What follows belongs to an exercise in optimizing a design on an open flow for small area, a short achievable clock period and few clock cycles; a production flow would make more cautious choices.
Function was checked by simulation only, so behaviour that the tests miss may differ from the original.
Power is estimated from default activity; no workload was simulated.

`flow/design.v`:
```
module p18240_core (
  input  logic        clock,
  input  logic        reset_L,
  output logic [15:0] mem_addr,
  output logic [15:0] mem_wdata,
  output logic        mem_re,
  output logic        mem_we,
  input  logic [15:0] mem_rdata,
  output logic        halted);
  localparam logic [2:0] S_F = 3'd0, S_FW = 3'd1, S_E1 = 3'd2, S_E2 = 3'd3, S_R = 3'd4;
  logic [2:0]  state, state_n;
  logic        halt_q, halt_n;
  logic [15:0] pc, pc_n, sp, sp_n, t, t_n;
  logic [3:0]  cc, cc_n;                   
  logic [2:0]  off, off_n;                 
  logic [2:0]  rcnt, rcnt_n;               
  logic        rot;                        
  logic        rot_n;
  logic        fetch, fetch_skip;
  typedef struct packed {
    logic [2:0] a, b;        
    logic one;               
    logic imm;               
    logic spimm;             
    logic addsp, ldr, str, push, pop, rtn, rtnw, jsr, jsrw, stop;
    logic e2rd;              
    logic sta, stsf;         
    logic br, bra, brz, brc, brn, brv, brw;
    logic wr_t;              
    logic cc_t;              
    logic cmi;
    logic wr_a;              
    logic wr_cc;             
    logic ldsp;
    logic xinv, yen, yinv, cin;
    logic r_sum, r_and, r_or, r_xor, r_sl, r_rol, r_sr, r_ashr, r_movb, r_sp;
    logic c_add, c_sub, c_inc, c_dec;  
  } ctrl_t;
  ctrl_t c, dec;
  always_comb begin
    logic [9:0] o;
    o = mem_rdata[15:6];
    dec = '0;
    dec.a = mem_rdata[5:3];
    dec.b = mem_rdata[2:0];
    case (o)
      10'h010: begin dec.imm = 1; dec.e2rd = 1; dec.wr_t = 1; dec.cc_t = 1; end  
      10'h018: begin dec.imm = 1; dec.sta = 1; end                              
      10'h020: begin dec.ldr = 1; dec.wr_t = 1; dec.cc_t = 1; end               
      10'h028: begin dec.str = 1; end                                           
      10'h030: begin dec.imm = 1; dec.wr_t = 1; dec.cc_t = 1; end               
      10'h038: begin dec.one = 1; dec.wr_a = 1; dec.wr_cc = 1; dec.yen = 1;     
                     dec.r_sum = 1; dec.c_add = 1; end
      10'h03C: begin dec.addsp = 1; end                                         
      10'h040: begin dec.one = 1; dec.wr_a = 1; dec.wr_cc = 1; dec.yen = 1;     
                     dec.yinv = 1; dec.cin = 1; dec.r_sum = 1; dec.c_sub = 1; end
      10'h048: begin dec.one = 1; dec.wr_a = 1; dec.xinv = 1; dec.cin = 1;      
                     dec.r_sum = 1; end
      10'h050: begin dec.one = 1; dec.wr_a = 1; dec.wr_cc = 1; dec.cin = 1;     
                     dec.r_sum = 1; dec.c_inc = 1; end
      10'h058: begin dec.one = 1; dec.wr_a = 1; dec.wr_cc = 1; dec.yinv = 1;    
                     dec.r_sum = 1; dec.c_dec = 1; end
      10'h060: begin dec.one = 1; dec.wr_a = 1; dec.wr_cc = 1; dec.xinv = 1;    
                     dec.r_sum = 1; end
      10'h068: begin dec.one = 1; dec.wr_a = 1; dec.wr_cc = 1; dec.r_and = 1; end  
      10'h070: begin dec.one = 1; dec.wr_a = 1; dec.wr_cc = 1; dec.r_or = 1; end   
      10'h078: begin dec.one = 1; dec.wr_a = 1; dec.wr_cc = 1; dec.r_xor = 1; end  
      10'h080: begin dec.one = 1; dec.wr_a = 1; dec.wr_cc = 1; dec.r_sl = 1; end   
      10'h088: begin dec.one = 1; dec.wr_a = 1; dec.wr_cc = 1; dec.r_sl = 1;       
                     dec.r_rol = 1; end
      10'h090: begin dec.one = 1; dec.wr_a = 1; dec.wr_cc = 1; dec.r_sr = 1; end   
      10'h098: begin dec.one = 1; dec.wr_a = 1; dec.wr_cc = 1; dec.r_sr = 1;       
                     dec.r_ashr = 1; end
      10'h0A0: begin dec.br = 1; dec.bra = 1; end
      10'h0A8: begin dec.br = 1; dec.brz = 1; end
      10'h0B0: begin dec.br = 1; dec.brn = 1; end
      10'h0B8: begin dec.br = 1; dec.brv = 1; end
      10'h120: begin dec.br = 1; dec.brc = 1; end
      10'h0C6: begin dec.br = 1; dec.brw = 1; end
      10'h0C0: begin dec.stop = 1; end
      10'h0C4: begin dec.jsr = 1; dec.jsrw = 1; end                             
      10'h0C5: begin dec.rtn = 1; dec.rtnw = 1; end                             
      10'h0C8: begin dec.push = 1; end
      10'h0D0: begin dec.pop = 1; dec.wr_t = 1; end
      10'h0D8: begin dec.jsr = 1; end
      10'h0E0: begin dec.rtn = 1; end
      10'h0E8: begin dec.one = 1; dec.wr_a = 1; dec.r_movb = 1; end             
      10'h0F0: begin dec.one = 1; dec.ldsp = 1; end                             
      10'h0F8: begin dec.one = 1; dec.wr_a = 1; dec.r_sp = 1; end               
      10'h100: begin dec.spimm = 1; dec.e2rd = 1; dec.wr_t = 1; end             
      10'h108: begin dec.spimm = 1; dec.stsf = 1; end                           
      10'h110: begin dec.imm = 1; dec.cmi = 1; dec.yinv = 1; dec.cin = 1;       
                     dec.yen = 1; dec.c_sub = 1; end
      10'h118: begin dec.one = 1; dec.wr_cc = 1; dec.yen = 1; dec.yinv = 1;     
                     dec.cin = 1; dec.r_sum = 1; dec.c_sub = 1; end
      default: begin dec.one = 1; end                                           
    endcase
  end
  always_ff @(posedge clock)
    if (fetch) c <= dec;
  logic [15:0] q [0:31];
  logic [31:0] v;
  logic [15:0] ra, rb, rf_wd;
  logic        rf_we;
  assign ra = v[c.a] ? q[c.a] : 16'h0000;
  assign rb = v[c.b] ? q[c.b] : 16'h0000;
  always_ff @(posedge clock) begin
    for (int p = 0; p < 32; p++) begin
      if (rot)
        q[p] <= q[(p + 4) % 32];
      else if (p < 8 && rf_we && c.a == p)
        q[p] <= rf_wd;
    end
  end
  always_ff @(posedge clock or negedge reset_L)
    if (~reset_L)
      v <= 32'h0;
    else if (rot)
      v <= {v[3:0], v[31:4]};
    else if (rf_we)
      v[c.a] <= 1'b1;
  logic [15:0] x, y, ysrc, sum, res, lres;
  logic        cout, zsum, zres, alu_c, alu_v;
  assign ysrc = (state == S_FW) ? t : rb;
  assign x = ra ^ {16{c.xinv}};
  assign y = (ysrc & {16{c.yen}}) ^ {16{c.yinv}};
  assign {cout, sum} = {1'b0, x} + {1'b0, y} + {16'h0000, c.cin};
  always_comb begin
    zsum = ((x[0] ^ y[0]) == c.cin);
    for (int i = 1; i < 16; i++)
      zsum = zsum & ((x[i] ^ y[i]) == (x[i-1] | y[i-1]));
  end
  always_comb begin
    lres = ({16{c.r_and}}  & (ra & rb))
         | ({16{c.r_or}}   & (ra | rb))
         | ({16{c.r_xor}}  & (ra ^ rb))
         | ({16{c.r_sl}}   & {ra[14:0], c.r_rol & ra[15]})
         | ({16{c.r_sr}}   & {c.r_ashr & ra[15], ra[15:1]})
         | ({16{c.r_movb}} & rb)
         | ({16{c.r_sp}}   & sp);
  end
  assign res  = c.r_sum ? sum : lres;
  assign zres = c.r_sum ? zsum : (lres == 16'h0000);
  always_comb begin
    alu_c = (c.c_add & cout) | (c.c_inc & cout) | (c.c_dec & ~cout) |
            (c.c_sub & (~cout | zsum)) |
            (c.r_sl & ra[15]) | (c.r_sr & ra[0]);
    alu_v = ((c.c_add | c.c_sub) & (x[15] == y[15]) & (sum[15] != x[15])) |
            (c.c_inc & ra[15] & ~sum[15]) |
            (c.c_dec & ~ra[15] & sum[15]);
  end
  logic [15:0] pc_inc, pc_inc2, sp_inc, sp_dec, sp_imm;
  logic        taken;
  assign pc_inc  = pc + 16'd1;
  assign pc_inc2 = pc + 16'd2;
  assign sp_inc  = sp + 16'd1;
  assign sp_dec  = sp - 16'd1;
  assign sp_imm  = sp + mem_rdata;
  assign taken = c.bra | (c.brz & cc[3]) | (c.brc & cc[2]) | (c.brn & cc[1]) |
                 (c.brv & cc[0]) | (c.brw & off[2] & off[1]);
  always_comb begin
    state_n   = state;
    halt_n    = halt_q;
    pc_n      = pc;
    sp_n      = sp;
    t_n       = t;
    cc_n      = cc;
    off_n     = off;
    rcnt_n    = rcnt;
    rf_we     = 1'b0;
    rf_wd     = res;
    mem_re    = 1'b0;
    mem_we    = 1'b0;
    mem_addr  = pc;
    mem_wdata = rb;
    fetch     = 1'b0;
    fetch_skip = 1'b0;
    case (state)
      S_F: fetch = 1'b1;
      S_FW: begin
        fetch = 1'b1;
        rf_wd = t;
        rf_we = c.wr_t;
        if (c.cc_t) cc_n = {t == 16'h0000, 1'b0, t[15], 1'b0};
        if (c.cmi)  cc_n = {zsum, alu_c, sum[15], alu_v};
      end
      S_E1: begin
        if (c.imm) begin
          mem_re  = 1'b1;
          t_n     = mem_rdata;
          pc_n    = pc_inc;
          state_n = (c.e2rd | c.sta) ? S_E2 : S_FW;
        end else if (c.spimm) begin
          mem_re  = 1'b1;
          t_n     = sp_imm;
          pc_n    = pc_inc;
          state_n = S_E2;
        end else if (c.addsp) begin
          mem_re  = 1'b1;
          sp_n    = sp_imm;
          pc_n    = pc_inc;
          state_n = S_F;
        end else if (c.ldr) begin
          mem_re   = 1'b1;
          mem_addr = rb;
          t_n      = mem_rdata;
          state_n  = S_FW;
        end else if (c.str) begin
          mem_we   = 1'b1;
          mem_addr = ra;
          state_n  = S_F;
        end else if (c.push) begin
          mem_we    = 1'b1;
          mem_addr  = sp_dec;
          mem_wdata = ra;
          sp_n      = sp_dec;
          state_n   = S_F;
        end else if (c.pop) begin
          mem_re   = 1'b1;
          mem_addr = sp;
          t_n      = mem_rdata;
          sp_n     = sp_inc;
          state_n  = S_FW;
        end else if (c.rtn) begin
          mem_re   = 1'b1;
          mem_addr = sp;
          pc_n     = mem_rdata;
          sp_n     = sp_inc;
          if (c.rtnw) begin
            off_n  = off - 3'd1;
            rcnt_n = 3'd5;
            state_n = S_R;
          end else
            state_n = S_F;
        end else if (c.jsr) begin
          mem_we    = 1'b1;
          mem_addr  = sp_dec;
          mem_wdata = pc_inc;
          sp_n      = sp_dec;
          if (c.jsrw) begin
            off_n = off + 3'd1;
          end
          state_n   = S_E2;
        end else if (c.br & taken) begin
          mem_re  = 1'b1;
          pc_n    = mem_rdata;
          state_n = S_F;
        end else if (c.stop) begin
          halt_n  = 1'b1;                
        end else begin
          fetch = 1'b1;
          fetch_skip = c.br;             
          rf_we = c.wr_a;
          if (c.wr_cc) cc_n = {zres, alu_c, res[15], alu_v};
          if (c.ldsp)  sp_n = ra;
        end
      end
      S_E2: begin
        if (c.e2rd) begin
          mem_re   = 1'b1;
          mem_addr = t;
          t_n      = mem_rdata;
          state_n  = S_FW;
        end else if (c.sta | c.stsf) begin
          mem_we    = 1'b1;
          mem_addr  = t;
          mem_wdata = c.stsf ? ra : rb;
          state_n   = S_F;
        end else begin                   
          mem_re  = 1'b1;
          pc_n    = mem_rdata;
          state_n = S_F;
        end
      end
      default: begin                     
        rcnt_n = rcnt - 3'd1;
        if (rcnt == 3'd0) fetch = 1'b1;
      end
    endcase
    if (fetch) begin
      mem_re   = 1'b1;
      mem_addr = fetch_skip ? pc_inc : pc;
      pc_n     = fetch_skip ? pc_inc2 : pc_inc;
      state_n  = S_E1;
    end
    if (halt_q) begin
      mem_re  = 1'b0;
      mem_we  = 1'b0;
      rf_we   = 1'b0;
      fetch   = 1'b0;
      state_n = state;
      pc_n    = pc;
      sp_n    = sp;
      cc_n    = cc;
      off_n   = off;
    end
  end
  assign halted = halt_q;
  assign rot_n = (state_n == S_R) | (fetch & (dec.jsrw | dec.rtnw));
  always_ff @(posedge clock or negedge reset_L)
    if (~reset_L) begin
      state  <= S_F;
      halt_q <= 1'b0;
      pc     <= 16'h0000;
      sp     <= 16'h0000;
      cc     <= 4'h0;
      off    <= 3'd0;
      rcnt   <= 3'd0;
      rot    <= 1'b0;
    end else begin
      state  <= state_n;
      halt_q <= halt_n;
      pc     <= pc_n;
      sp     <= sp_n;
      cc     <= cc_n;
      off    <= off_n;
      rcnt   <= rcnt_n;
      rot    <= rot_n;
    end
  always_ff @(posedge clock)
    t <= t_n;
endmodule
```
`flow/run.sh`:
```
#!/bin/bash
# synth_recipe.tcl (not shown) runs the flow's synth.tcl, then flattens the netlist and writes it again
# the make line also repeats each setting of config.mk as NAME=value (left out here)
make -C /OpenROAD-flow-scripts/flow DESIGN_CONFIG=/design/flow/config.mk WORK_HOME=/design/flow/orfs CLKGATE_MAP_FILE= SYNTH_SCRIPT=/design/flow/synth_recipe.tcl finish
```
`flow/config.mk`:
```
export PLATFORM = sky130hd
export DESIGN_NAME = p18240_core
export DESIGN_NICKNAME = p18240_core
export VERILOG_FILES = /design/flow/design.v
export SDC_FILE = /design/flow/constraint.sdc
export NUM_CORES = 4
export LEC_CHECK = 0
export ABC_CLOCK_PERIOD_IN_PS = 4000
export CAP_MARGIN = 20
export CORE_MARGIN = 2
export CORE_UTILIZATION = 40
export PLACE_DENSITY = 0.6
export SETUP_SLACK_MARGIN = 5
export SLEW_MARGIN = 20
```
`flow/constraint.sdc`:
```
create_clock -name core_clock -period 10.0 [get_ports {clock}]
set_input_delay 2.0000 -clock core_clock [delete_from_list [all_inputs] [get_ports {clock}]]
set_output_delay 2.0000 -clock core_clock [all_outputs]
set_load 0.01 [all_outputs]
```
==> flow_summary.toml, run 1 <==
[sta]
finalHoldViolations = 0
fin_setup_tns_ns = 0
slew_headroom = 0.222
worst_slack_ns = 4.41
post-route-period-util = 0.559
fin_skew_ns = 0.0513
worst_pin_slew_ns = 1.16
timing.fmax_mhz = 179
period_needed_ns = 5.59
setup_viol = 0
rsz0062_at_grt = "yes"
whs_ns = 0.393
final_max_slew_viol_count = 0

[floorplan]
num_rows = 105
die_width_um = 290
num_io_pins = 53
die_area_sq_um = 84300
core_sq_um = 81600
initial_core_util = 0.402
die_height_um = 290

[logic_synthesis]
synth_top_area_cell = "edfxtp_1"
postSynthCellCount = 2818
syn-cell-area_sq_um = 32800
syn_avg_cell_area_sq_um = 11.6
yosysWarnings = 2
synth_edf_count = 580
synthesis.nets = 2930
synth_top_cell_area_share = 0.531
async_reset_ff_frac = 0.120
synth_ff_type = "edfxtp_1"
synthTopCellsByArea = "edfxtp_1 (53%), dfrtp_1 (6.0%), ha_1 (3.4%), nand2_1 (3.2%), a21oi_1 (2.6%)"
ys_types = 92
yosysSeqAreaShare = 0.591
synth_common_cells = "edfxtp_1 (580), nand2_1 (283), a21oi_1 (170), nor2_1 (168), inv_1 (160)"
ys_ff_latch = 659
yosysMostFrequentCell = "edfxtp_1"

[global_routing]
grt_pass1_vias = 23600
grt_overflow = 0
grt_start_max_net_pins = 230
gr-usage-all-layers = 0.261
antenna_found_initial = 3
grt_pass1_wl_um = 164000

[critical_path]
rr_startpoint = "c[50]"
path_class = "flip-flop to output port"
r2r-end = "q[4][14]"
cp_common_cell = "ha_4"
endpoint_kind = "output port"
cp.arrival_ns = 3.59
worstPathRequired_ns = 8.00
r2r_cells = 25
cp-start-kind = "flip-flop"
slowest_delay_ns = 0.58
rrSetupSlack_ns = 4.89
cp_max_fo = 7
critPathSlowestCell = "or4_4"
path_cells = "inv_2 -> ha_4 -> ha_4 -> or4_4 -> a31oi_4 -> and2_4 -> o2bb2ai_4 -> o31ai_2 -> a222oi_1 -> a21oi_1 -> buf_2"

[layout]
nets = 3115
multi_input_area_sq_um = 13700
fin_util = 0.495
syn2layout_area_growth_pct = 23.2
register_area_sq_um = 19400
layout-drive-gt1-share = 0.240
nFillCells = 7105

[routing]
drt-total-wl_um = 114000
dr.pass1.iters = 5
vias = 25100
drtAntennaViolNets = 0
wl_per_cell_um = 27.7
viasPerCell = 6.09
drcViolationCount = 0
first_iter_violations = 3096

[pwr]
powerDensity_nw_per_um2 = 362
power.total_mw = 14.6
ir_drop_v = 0.000187
leakage_nw = 14.9

[hold_path]
hp-start = "q[31][14]"
hold_class = "flip-flop to flip-flop"
whs_path_depth = 0
hold_end = "q[27][14]"

[clocking]
numCtsBuffers = 71
clk_pin_slew_ns = 0.06
ctsHtreeMaxLevel = 3
clkLatencyLatePin_ns = 0.66
ctsRootBufferMaster = "clkbuf_16"
cts_buffer_depth = 3
cts_tree = "built"
cts_sinks = 659

[job]
maxCapViolations = 0

[placed_design]
hpwl_um = 75400
gp_congestion = 0.956
dp_slack_ns = 3.42
portBuffers = 52

[outcome]
outcome = "complete, no violations"
final cells by class:
| cell class | count | share of cell area |
|---|---|---|
| clock inverters | 44 | 0.0123 |
| repair buffers | 301 | 0.0728 |
| diodes | 1 | 0.0000619 |
| well taps | 1070 | 0.0331 |
| inverters | 164 | 0.0157 |
| clock buffers | 84 | 0.0457 |
| multi-input cells | 1806 | 0.340 |
| flip-flops and latches | 659 | 0.480 |
repair_timing:
item	CTS	global route
pin swaps	66	73
setup buffers	119	69
resized for setup	417	179
hold buffers	0	0
setup endpoints to repair	157	138
gates cloned	8	5
registers in the layout, summed over array words and instances, names as in the netlist:
name    count
off         3
q         512
t          16
sp         16
c          52
v          32
pc         16
cc          4
rot         1
state       3
halt_q      1
rcnt        3
metal layers:
layer,up-vias,GRT usage,share of wire
li1,10900,-,-
met1,12500,0.386,0.43
met2,1453,0.377,0.43
met3,282,0.0530,0.097
met4,0,0.0993,0.043
met5,-,0,0
worst max-delay path, delay by kind of cell (launching register included):
family,cells,cell delay [ns]
adders and majority gates,2,0.38
and+or+nand+nor,2,0.82
AOI/OAI and AO/OA,5,0.93
buffers and inverters,2,0.30
DFF,1,0.51
how the worst max path moves through the flow:
stage | depth (start not counted) | start | end | slack [ns]
floorplan | 13 | c[50] | mem_addr[0] | 5.04
global placement | 12 | c[50] | mem_addr[13] | 3.58
detailed placement | 12 | c[50] | mem_addr[13] | 3.42
CTS | 13 | c[51] | mem_addr[10] | 4.45
global route | 13 | c[51] | mem_addr[9] | 4.32
finish | 11 | c[51] | mem_addr[14] | 4.41
power breakdown:
group | internal (mW) | switching, mW | total, mW
Clock | 1.48 | 1.15 | 2.62
Sequential | 3.57 | 0.520 | 4.09
Combinational | 3.17 | 4.75 | 7.92
kinds of logic (layout without fill, tap and decap cells):
group | Yosys count | count (layout) | synth area share
AO/OA/AOI/OAI | 740 | 740 | 0.153
multiplexers | 97 | 97 | 0.0356
XOR/XNOR | 135 | 135 | 0.0363
buffers and inverters | 355 | 593 | 0.0422
flip-flops | 659 | 659 | 0.591
adder cells (fa/ha/maj) | 95 | 95 | 0.0371
AND/OR/NAND/NOR | 737 | 739 | 0.105
other | 0 | 1 | 0
through the flow:
stage	instance area, sq um	instances
2_1_floorplan	32800	2818
3_3_place_gp	34300	3797
3_5_place_dp	34300	3797
4_1_cts	38900	4052
5_1_grt	40400	4128
6_report	40400	4129
placed cells by master (no fill, tap or decap), drive strengths merged, types with 47 or more instances in the layout:
cell type    n
a21oi      171
buf        272
clkbuf      89
dfrtp       79
edfxtp     580
ha          90
inv        161
mux2        57
nand2      284
nand3       53
nor2       168
nor3        47
o21ai      161
xnor2       66
xor2        69
Testbench counts, summed over its fixed seeds: cycles 27,278.
==> run 2: changes to the inputs <==
--- a/flow/design.v
+++ b/flow/design.v
@@ -8,13 +8,14 @@
   input  logic [15:0] mem_rdata,
   output logic        halted);
-  localparam logic [2:0] S_F = 3'd0, S_FW = 3'd1, S_E1 = 3'd2, S_E2 = 3'd3, S_R = 3'd4;
-  logic [2:0]  state, state_n;
+  localparam logic [1:0] S_F = 2'd0, S_FW = 2'd1, S_E1 = 2'd2, S_E2 = 2'd3;
+  logic [1:0]  state, state_n;
   logic        halt_q, halt_n;
   logic [15:0] pc, pc_n, sp, sp_n, t, t_n;
   logic [3:0]  cc, cc_n;                   
   logic [2:0]  off, off_n;                 
-  logic [2:0]  rcnt, rcnt_n;               
-  logic        rot;                        
-  logic        rot_n;
+  logic        tog, tog_n;                 
+  logic [2:0]  k, k_n;                     
+  logic        pend, pend_n;               
+  logic        swreq, aligned, swap, rbk;
   logic        fetch, fetch_skip;
   typedef struct packed {
@@ -42,6 +43,6 @@
     o = mem_rdata[15:6];
     dec = '0;
-    dec.a = mem_rdata[5:3];
-    dec.b = mem_rdata[2:0];
+    dec.a = {mem_rdata[5] ^ tog_n, mem_rdata[4:3]};    
+    dec.b = {mem_rdata[2] ^ tog_n, mem_rdata[1:0]};
     case (o)
       10'h010: begin dec.imm = 1; dec.e2rd = 1; dec.wr_t = 1; dec.cc_t = 1; end  
@@ -99,25 +100,46 @@
   always_ff @(posedge clock)
     if (fetch) c <= dec;
-  logic [15:0] q [0:31];
-  logic [31:0] v;
+  logic [15:0] w [0:7];                    
+  logic [7:0]  wv;
+  logic [63:0] sg [0:5];                   
+  logic [3:0]  sv [0:5];
   logic [15:0] ra, rb, rf_wd;
   logic        rf_we;
-  assign ra = v[c.a] ? q[c.a] : 16'h0000;
-  assign rb = v[c.b] ? q[c.b] : 16'h0000;
+  assign ra = wv[c.a] ? w[c.a] : 16'h0000;
+  assign rb = wv[c.b] ? w[c.b] : 16'h0000;
+  assign swreq   = pend | ((state == S_E1) & (c.jsrw | c.rtnw) & ~halt_q);
+  assign aligned = c.jsrw ? (k == 3'd0) : (k == 3'd1);
+  assign swap    = swreq & aligned;
+  assign rbk     = c.jsrw ? tog : ~tog;    
+  assign tog_n   = tog ^ swap;
+  assign pend_n  = swreq & ~swap;
+  always_comb
+    if (swap)           k_n = c.jsrw ? 3'd0 : 3'd5;
+    else if (k == 3'd0) k_n = 3'd5;
+    else                k_n = k - 3'd1;
   always_ff @(posedge clock) begin
-    for (int p = 0; p < 32; p++) begin
-      if (rot)
-        q[p] <= q[(p + 4) % 32];
-      else if (p < 8 && rf_we && c.a == p)
-        q[p] <= rf_wd;
+    for (int i = 0; i < 5; i++) sg[i] <= sg[i+1];
+    sg[5] <= swap ? {w[{rbk, 2'd3}], w[{rbk, 2'd2}], w[{rbk, 2'd1}], w[{rbk, 2'd0}]} : sg[0];
+    for (int i = 0; i < 8; i++) begin
+      if (swap && rbk == i[2])
+        w[i] <= sg[0][16*i[1:0] +: 16];
+      else if (rf_we && c.a == i[2:0])
+        w[i] <= rf_wd;
     end
   end
   always_ff @(posedge clock or negedge reset_L)
-    if (~reset_L)
-      v <= 32'h0;
-    else if (rot)
-      v <= {v[3:0], v[31:4]};
-    else if (rf_we)
-      v[c.a] <= 1'b1;
+    if (~reset_L) begin
+      for (int i = 0; i < 6; i++) sv[i] <= 4'h0;
+      wv <= 8'h00;
+    end else begin
+      for (int i = 0; i < 5; i++) sv[i] <= sv[i+1];
+      sv[5] <= swap ? wv[{rbk, 2'b00} +: 4] : sv[0];
+      for (int i = 0; i < 8; i++) begin
+        if (swap && rbk == i[2])
+          wv[i] <= sv[0][i[1:0]];
+        else if (rf_we && c.a == i[2:0])
+          wv[i] <= 1'b1;
+      end
+    end
   logic [15:0] x, y, ysrc, sum, res, lres;
   logic        cout, zsum, zres, alu_c, alu_v;
@@ -167,5 +189,4 @@
     cc_n      = cc;
     off_n     = off;
-    rcnt_n    = rcnt;
     rf_we     = 1'b0;
     rf_wd     = res;
@@ -177,5 +198,5 @@
     fetch_skip = 1'b0;
     case (state)
-      S_F: fetch = 1'b1;
+      S_F: fetch = ~pend | aligned;      
       S_FW: begin
         fetch = 1'b1;
@@ -227,10 +248,6 @@
           pc_n     = mem_rdata;
           sp_n     = sp_inc;
-          if (c.rtnw) begin
-            off_n  = off - 3'd1;
-            rcnt_n = 3'd5;
-            state_n = S_R;
-          end else
-            state_n = S_F;
+          if (c.rtnw) off_n = off - 3'd1;
+          state_n  = S_F;
         end else if (c.jsr) begin
           mem_we    = 1'b1;
@@ -238,7 +255,5 @@
           mem_wdata = pc_inc;
           sp_n      = sp_dec;
-          if (c.jsrw) begin
-            off_n = off + 3'd1;
-          end
+          if (c.jsrw) off_n = off + 3'd1;
           state_n   = S_E2;
         end else if (c.br & taken) begin
@@ -273,8 +288,4 @@
         end
       end
-      default: begin                     
-        rcnt_n = rcnt - 3'd1;
-        if (rcnt == 3'd0) fetch = 1'b1;
-      end
     endcase
     if (fetch) begin
@@ -297,5 +308,4 @@
   end
   assign halted = halt_q;
-  assign rot_n = (state_n == S_R) | (fetch & (dec.jsrw | dec.rtnw));
   always_ff @(posedge clock or negedge reset_L)
     if (~reset_L) begin
@@ -306,6 +316,7 @@
       cc     <= 4'h0;
       off    <= 3'd0;
-      rcnt   <= 3'd0;
-      rot    <= 1'b0;
+      tog    <= 1'b0;
+      k      <= 3'd0;
+      pend   <= 1'b0;
     end else begin
       state  <= state_n;
@@ -315,6 +326,7 @@
       cc     <= cc_n;
       off    <= off_n;
-      rcnt   <= rcnt_n;
-      rot    <= rot_n;
+      tog    <= tog_n;
+      k      <= k_n;
+      pend   <= pend_n;
     end
   always_ff @(posedge clock)
==> flow_summary.toml, run 2 <==
[floorplan]
die_area_sq_um = 80000
num_io_pins = 53
die_height_um = 283
num_rows = 102
die_width_um = 283
initial_core_util = 0.403
core_sq_um = 77200

[sta]
fin_setup_tns_ns = 0
finalHoldViolations = 0
timing.fmax_mhz = 185
fin_skew_ns = 0.0229
worst_pin_slew_ns = 1.10
rsz0062_at_grt = "yes"
post-route-period-util = 0.541
worst_slack_ns = 4.59
final_max_slew_viol_count = 0
slew_headroom = 0.259
period_needed_ns = 5.41
setup_viol = 0

[logic_synthesis]
synthesis.nets = 3262
async_reset_ff_frac = 0.120
ys_ff_latch = 659
yosysMostFrequentCell = "nand2_1"
synth_top_area_cell = "dfxtp_1"
postSynthCellCount = 3152
synth_top_cell_area_share = 0.247
synth_ff_type = "dfxtp_1"
synthTopCellsByArea = "dfxtp_1 (25%), edfxtp_1 (19%), dfrtp_1 (6.4%), nand2_1 (4.8%), ha_1 (3.5%)"
syn_avg_cell_area_sq_um = 9.86
synth_edf_count = 196
yosysSeqAreaShare = 0.500
ys_types = 101
synth_common_cells = "nand2_1 (400), dfxtp_1 (384), nor2_1 (221), edfxtp_1 (196), o21ai_0 (161)"
syn-cell-area_sq_um = 31100
yosysWarnings = 4

[critical_path]
critPathSlowestCell = "or4_4"
cp-start-kind = "flip-flop"
endpoint_kind = "output port"
slowest_delay_ns = 0.69
cp_max_fo = 10
path_buf_inv = 1
path_cells = "or4_4 -> nor4_4 -> xnor2_1 -> a221oi_2 -> a211oi_2 -> a211o_1 -> a31oi_1 -> buf_2"
path_class = "flip-flop to output port"
crit_family = "simple AND/OR/NAND/NOR gates"
cp.arrival_ns = 3.41
worstPathRequired_ns = 8.00

[clocking]
cts_buffer_depth = 3
ctsHtreeMaxLevel = 3
clk_pin_slew_ns = 0.08
clkLatencyLatePin_ns = 0.64
hold_buffers = 0
cts_sinks = 659
cts_tree = "built"
ctsRootBufferMaster = "clkbuf_16"
numCtsBuffers = 69

[layout]
layout_common_cells = "nand2_1 (390), dfxtp_1 (384), buf_4 (265)"
reg.largest.list = "sg x384, w x128, c x52"
final_common_cell = "nand2_1"
final_cell_area_sq_um = 39200
register_area_sq_um = 15600
nFillCells = 6955
multi_input_area_sq_um = 15800
largest_register_ffs = 384
regMostFlops = "sg"
layout-drive-gt1-share = 0.243
nets = 3522
syn2layout_area_growth_pct = 26.2

[global_routing]
antenna_found_initial = 3
grt_pass1_wl_um = 175000
grt_overflow = 0
grt_pass1_vias = 25400
grt_start_max_net_pins = 91
gr-usage-all-layers = 0.301

[job]
maxCapViolations = 0

[pwr]
leakage_nw = 15.7
ir_drop_v = 0.000237
powerDensity_nw_per_um2 = 283

[routing]
wl_per_cell_um = 27.1
viasPerCell = 6.09
first_iter_violations = 3568
drcViolationCount = 0
drt-total-wl_um = 122000
vias = 27500
dr.pass1.iters = 7
drtAntennaViolNets = 0

[placed_design]
portBuffers = 52
dp_slack_ns = 3.79
post_dp_cell_area_sq_um = 32600
gp_congestion = 1.00
hpwl_um = 81000

[outcome]
outcome = "complete, no violations"

[hold_path]
hold_class = "flip-flop to flip-flop"
run 2: cell count changes after synthesis, sizes merged, moves of 27 or more:
cell	before	now
edfxtp	580	196
a21oi	171	93
inv	161	108
a31oi	29	93
mux2i	30	65
nor2	168	222
nand2	284	400
a21o	35	64
o21a	13	40
nor3	47	80
dfxtp	0	384
run 2: timing repair:
action	in CTS	in global routing
pin swaps	78	92
setup endpoints to repair	133	256
gates cloned	14	3
buffers inserted	202	62
gates resized for setup	416	149
run 2: where the power goes:
| group | internal (mW) | switching (mW) | leakage (nW) | total, mW |
|---|---|---|---|---|
| Combinational | 1.74 | 2.49 | 8.56 | 4.23 |
| Clock | 1.53 | 1.10 | 1.17 | 2.63 |
| Sequential | 3.58 | 0.645 | 5.93 | 4.23 |
run 2: kinds of logic after synthesis:
kind of cell | after synthesis | share of synthesized area
compound gates | 823 | 0.186
fa+ha+maj | 92 | 0.0380
mux | 119 | 0.0468
flops | 659 | 0.500
simple gates | 1026 | 0.155
xor+xnor | 113 | 0.0318
buf+inv | 320 | 0.0417
run 2: final cells by class:
type | count | share of cell area
Multi-Input combinational cell | 2175 | 0.403
Sequential cell | 659 | 0.397
Timing Repair Buffer | 395 | 0.0945
Clock buffer | 97 | 0.0523
Tap cell | 1040 | 0.0332
Inverter | 112 | 0.0118
Clock inverter | 28 | 0.00810
Antenna cell | 1 | 0.0000638
run 2: metrics by stage:
stage	instances	hold slack [ns]	power, mW	util
6_report	4507	0.312	11.1	0.508
5_1_grt	4506	0.324	11.5	0.508
4_1_cts	4441	0.317	10.6	0.491
3_5_place_dp	4100	0.312	7.46	0.423
3_3_place_gp	4100	0.309	7.44	0.423
2_1_floorplan	3152	0.310	6.10	-
run 2: final timing paths:
path / from / to / slack (ns) / cells after the start
min reg2reg: sg[1][30] / sg[0][30] / 0.31 / 0
max: sp[12] / mem_addr[13] / 4.59 / 8
min: sg[1][30] / sg[0][30] / 0.31 / 0
min in group asynchronous: reset_L / sp[15] / 1.29 / 1
max reg2reg: sp[1] / sp[14] / 4.67 / 33
max in group asynchronous: reset_L / sp[4] / 7.45 / 2
run 2: metal layers:
layer,vias to the layer above,track usage,routed length [um]
met5,-,0,13
met4,2,0.193,9420
met3,521,0.0659,12500
met2,1728,0.448,52100
met1,13200,0.395,48100
li1,12000,-,-
Testbench counts of run 2, summed over its fixed seeds: cycles 26,823.
==> run 3: changes to the inputs <==
--- a/flow/config.mk
+++ b/flow/config.mk
@@ -11,4 +11,4 @@
 export CORE_UTILIZATION = 40
 export PLACE_DENSITY = 0.6
-export SETUP_SLACK_MARGIN = 5
+export SETUP_SLACK_MARGIN = 2.5
 export SLEW_MARGIN = 20
==> flow_summary.toml, run 3 <==
[clocking]
cts_sinks = 659
post-cts-setup-buffer-count = 0
numCtsBuffers = 69
cts_resized = 0
clk_pin_slew_ns = 0.07
ctsHtreeMaxLevel = 3
hold_buffers = 0
clkLatencyLatePin_ns = 0.63
cts_tree = "built"
ctsRootBufferMaster = "clkbuf_16"
cts_buffer_depth = 3

[global_routing]
grt_util_met3 = 0.0497
antenna_found_initial = 5
use_met2 = 0.418
grt_use_met1 = 0.378
grt_pass1_vias = 23500
gr-usage-all-layers = 0.277
grt_start_max_net_pins = 91
grt_overflow = 0
grt-busiest-layer = "met2"
grt_pass1_wl_um = 162000

[floorplan]
initial_core_util = 0.403
die_height_um = 283
die_width_um = 283
num_io_pins = 53
die_area_sq_um = 80000
core_sq_um = 77200
num_rows = 102

[layout]
regMostFlops = "sg"
layout_common_cells = "nand2_1 (399), dfxtp_1 (384), nor2_1 (218)"
layout-drive-gt1-share = 0.0992
largest_register_ffs = 384
reg.largest.list = "sg x384, w x128, c x52"
antenna_cells = 0
nets = 3241
final_common_cell = "nand2_1"
finalNonFillerCells = 4225
syn2layout_area_growth_pct = 12.6

[pwr]
powerDensity_nw_per_um2 = 291
power.switching_mw = 3.82
swShare = 0.375
pwr-share-clk = 0.258
leakage_nw = 13.6
comb_power_share = 0.326
cellInternalPower_mw = 6.36
p_seq_frac = 0.416
ir_drop_v = 0.000230

[routing]
wl_per_cell_um = 26.3
drtAntennaViolNets = 0
dr.pass1.iters = 6
first_iter_violations = 3277
drt-total-wl_um = 111000
drcViolationCount = 0
viasPerCell = 5.98
vias = 25300

[logic_synthesis]
yosysWarnings = 4
synth_common_cells = "nand2_1 (400), dfxtp_1 (384), nor2_1 (221), edfxtp_1 (196), o21ai_0 (161)"
yosysMostFrequentCell = "nand2_1"
synthTopCellsByArea = "dfxtp_1 (25%), edfxtp_1 (19%), dfrtp_1 (6.4%), nand2_1 (4.8%), ha_1 (3.5%)"
ys_ff_latch = 659
syn-cell-area_sq_um = 31100
ys_types = 101
postSynthCellCount = 3152
async_reset_ff_frac = 0.120
synth_ff_type = "dfxtp_1"
syn_avg_cell_area_sq_um = 9.86
yosysSeqAreaShare = 0.500
synth_top_area_cell = "dfxtp_1"
synth_edf_count = 196
synth_top_cell_area_share = 0.247
synthesis.nets = 3262

[critical_path]
cp.arrival_ns = 4.62
endpoint_kind = "output port"
cp-start-kind = "flip-flop"
worstPathRequired_ns = 8.00
path_class = "flip-flop to output port"
cp_max_fo = 66
rrSetupSlack_ns = 3.64

[job]
maxCapViolations = 0

[placed_design]
gp_congestion = 1.00
hpwl_um = 81000
portBuffers = 52
dp_cells = 4100

[sta]
final_max_slew_viol_count = 0
fin_skew_ns = 0.0210
post-route-period-util = 0.662
rsz0062_at_grt = "no"
slew_headroom = 0.281
fin_setup_tns_ns = 0
finalHoldViolations = 0
timing.fmax_mhz = 151
period_needed_ns = 6.62
setup_viol = 0
worst_pin_slew_ns = 1.07

[outcome]
outcome = "complete, no violations"

[hold_path]
hold_class = "flip-flop to flip-flop"
## run 3: per-stage QoR
stage               setup WS (ns)  power, mW  utilization  area, sq um  hold WS [ns]
floorplan                    5.12       6.10            -        31100         0.310
global placement             3.87       7.44        0.423        32600         0.309
detailed placement           3.79       7.46        0.423        32600         0.312
CTS                          3.42       10.1        0.453        35000         0.317
global route                 3.12       10.6        0.453        35000         0.324
finish                       3.38       10.2        0.453        35000         0.316
## run 3: cell type report
cell class	count	area [sq um]
clock buffers	97	2050
clock inverters	28	318
fillers	7332	42200
inverters	112	420
multi-input cells	2173	14400
flip-flops and latches	659	15500
well taps	1040	1300
repair buffers	116	998
## run 3: metal layers
layer / wire length (um) / up-vias
met5: 22 / -
met4: 6360 / 4
met3: 9360 / 311
met2: 48000 / 1280
met1: 47200 / 12200
li1: - / 11400
## run 3: path summary, 6_finish.rpt
check | startpoint | end | depth (start not counted)
worst min register to register | sg[1][30] | sg[0][30] | 0
max in group asynchronous | reset_L | sv[0][2] | 2
worst min-delay path | sg[1][30] | sg[0][30] | 0
worst max register to register | c[49] | w[2][14] | 19
min in group asynchronous | reset_L | sp[15] | 1
worst max-delay path | c[50] | mem_wdata[11] | 9
## run 3: cells by family after synthesis
group / after synthesis / share of synthesized area
xor+xnor: 113 / 0.0318
simple gates: 1026 / 0.155
flops: 659 / 0.500
mux: 119 / 0.0468
fa+ha+maj: 92 / 0.0380
compound gates: 823 / 0.186
buf+inv: 320 / 0.0417
## run 3: power groups by stage
| stage | Combinational, mW | Clock, mW | Sequential, mW |
|---|---|---|---|
| finish | 3.31 | 2.63 | 4.24 |
| global route | 3.57 | 2.78 | 4.29 |
| CTS | 3.23 | 2.69 | 4.21 |
| detailed placement | 3.21 | 0 | 4.25 |
| global placement | 3.20 | 0 | 4.24 |
| floorplan | 2.27 | 0 | 3.83 |
## run 3: worst max-delay path, stage by stage (launching register included)
cell and delay (ns):
edfxtp_1 0.32, buf_4 0.65, mux4_2 0.38, mux2_2 0.60, nand3_1 0.60, a32o_1 0.41
a21oi_1 0.14, o21ai_0 0.12, o31ai_1 0.12, clkdlybuf4s50_1 0.62

==> separate check: timing with driven ports <==
Ports are ideal in the flow. The routed layouts listed here were re-timed in OpenROAD. Step 1 (the two cells are an assumption about what drives the block):
set clk [get_ports {clock}]
set_driving_cell -lib_cell sky130_fd_sc_hd__clkbuf_16 $clk
set_driving_cell -lib_cell sky130_fd_sc_hd__buf_2 [delete_from_list [all_inputs] $clk]
Step 2 adds t to the input delays and takes it off the output delays; t is the mean of the earliest and latest rising clock arrival at the registers after step 1. Input paths then give back, and output paths get back, about the clock's delay inside the block. Three values: ideal ports, drivers, drivers and shift; two values: the first two.
run | shift t [ns] | setup WS [ns] | worst setup path after step 2 | latest minus earliest clock arrival (ns)
run 1 | 0.706 | 4.412 / 4.342 / 4.372 | input to register | 0.052 / 0.052
run 2 | 0.692 | 4.592 / 4.525 / 4.500 | input to register | 0.023 / 0.024
run 3 | 0.683 | 3.380 / 3.315 / 3.637 | register to register | 0.022 / 0.021
After both steps setup and hold are still met in every run listed. For run 2, which loses most, drivers alone change the setup slack by -0.067 ns; drivers and shift together by -0.092 ns.
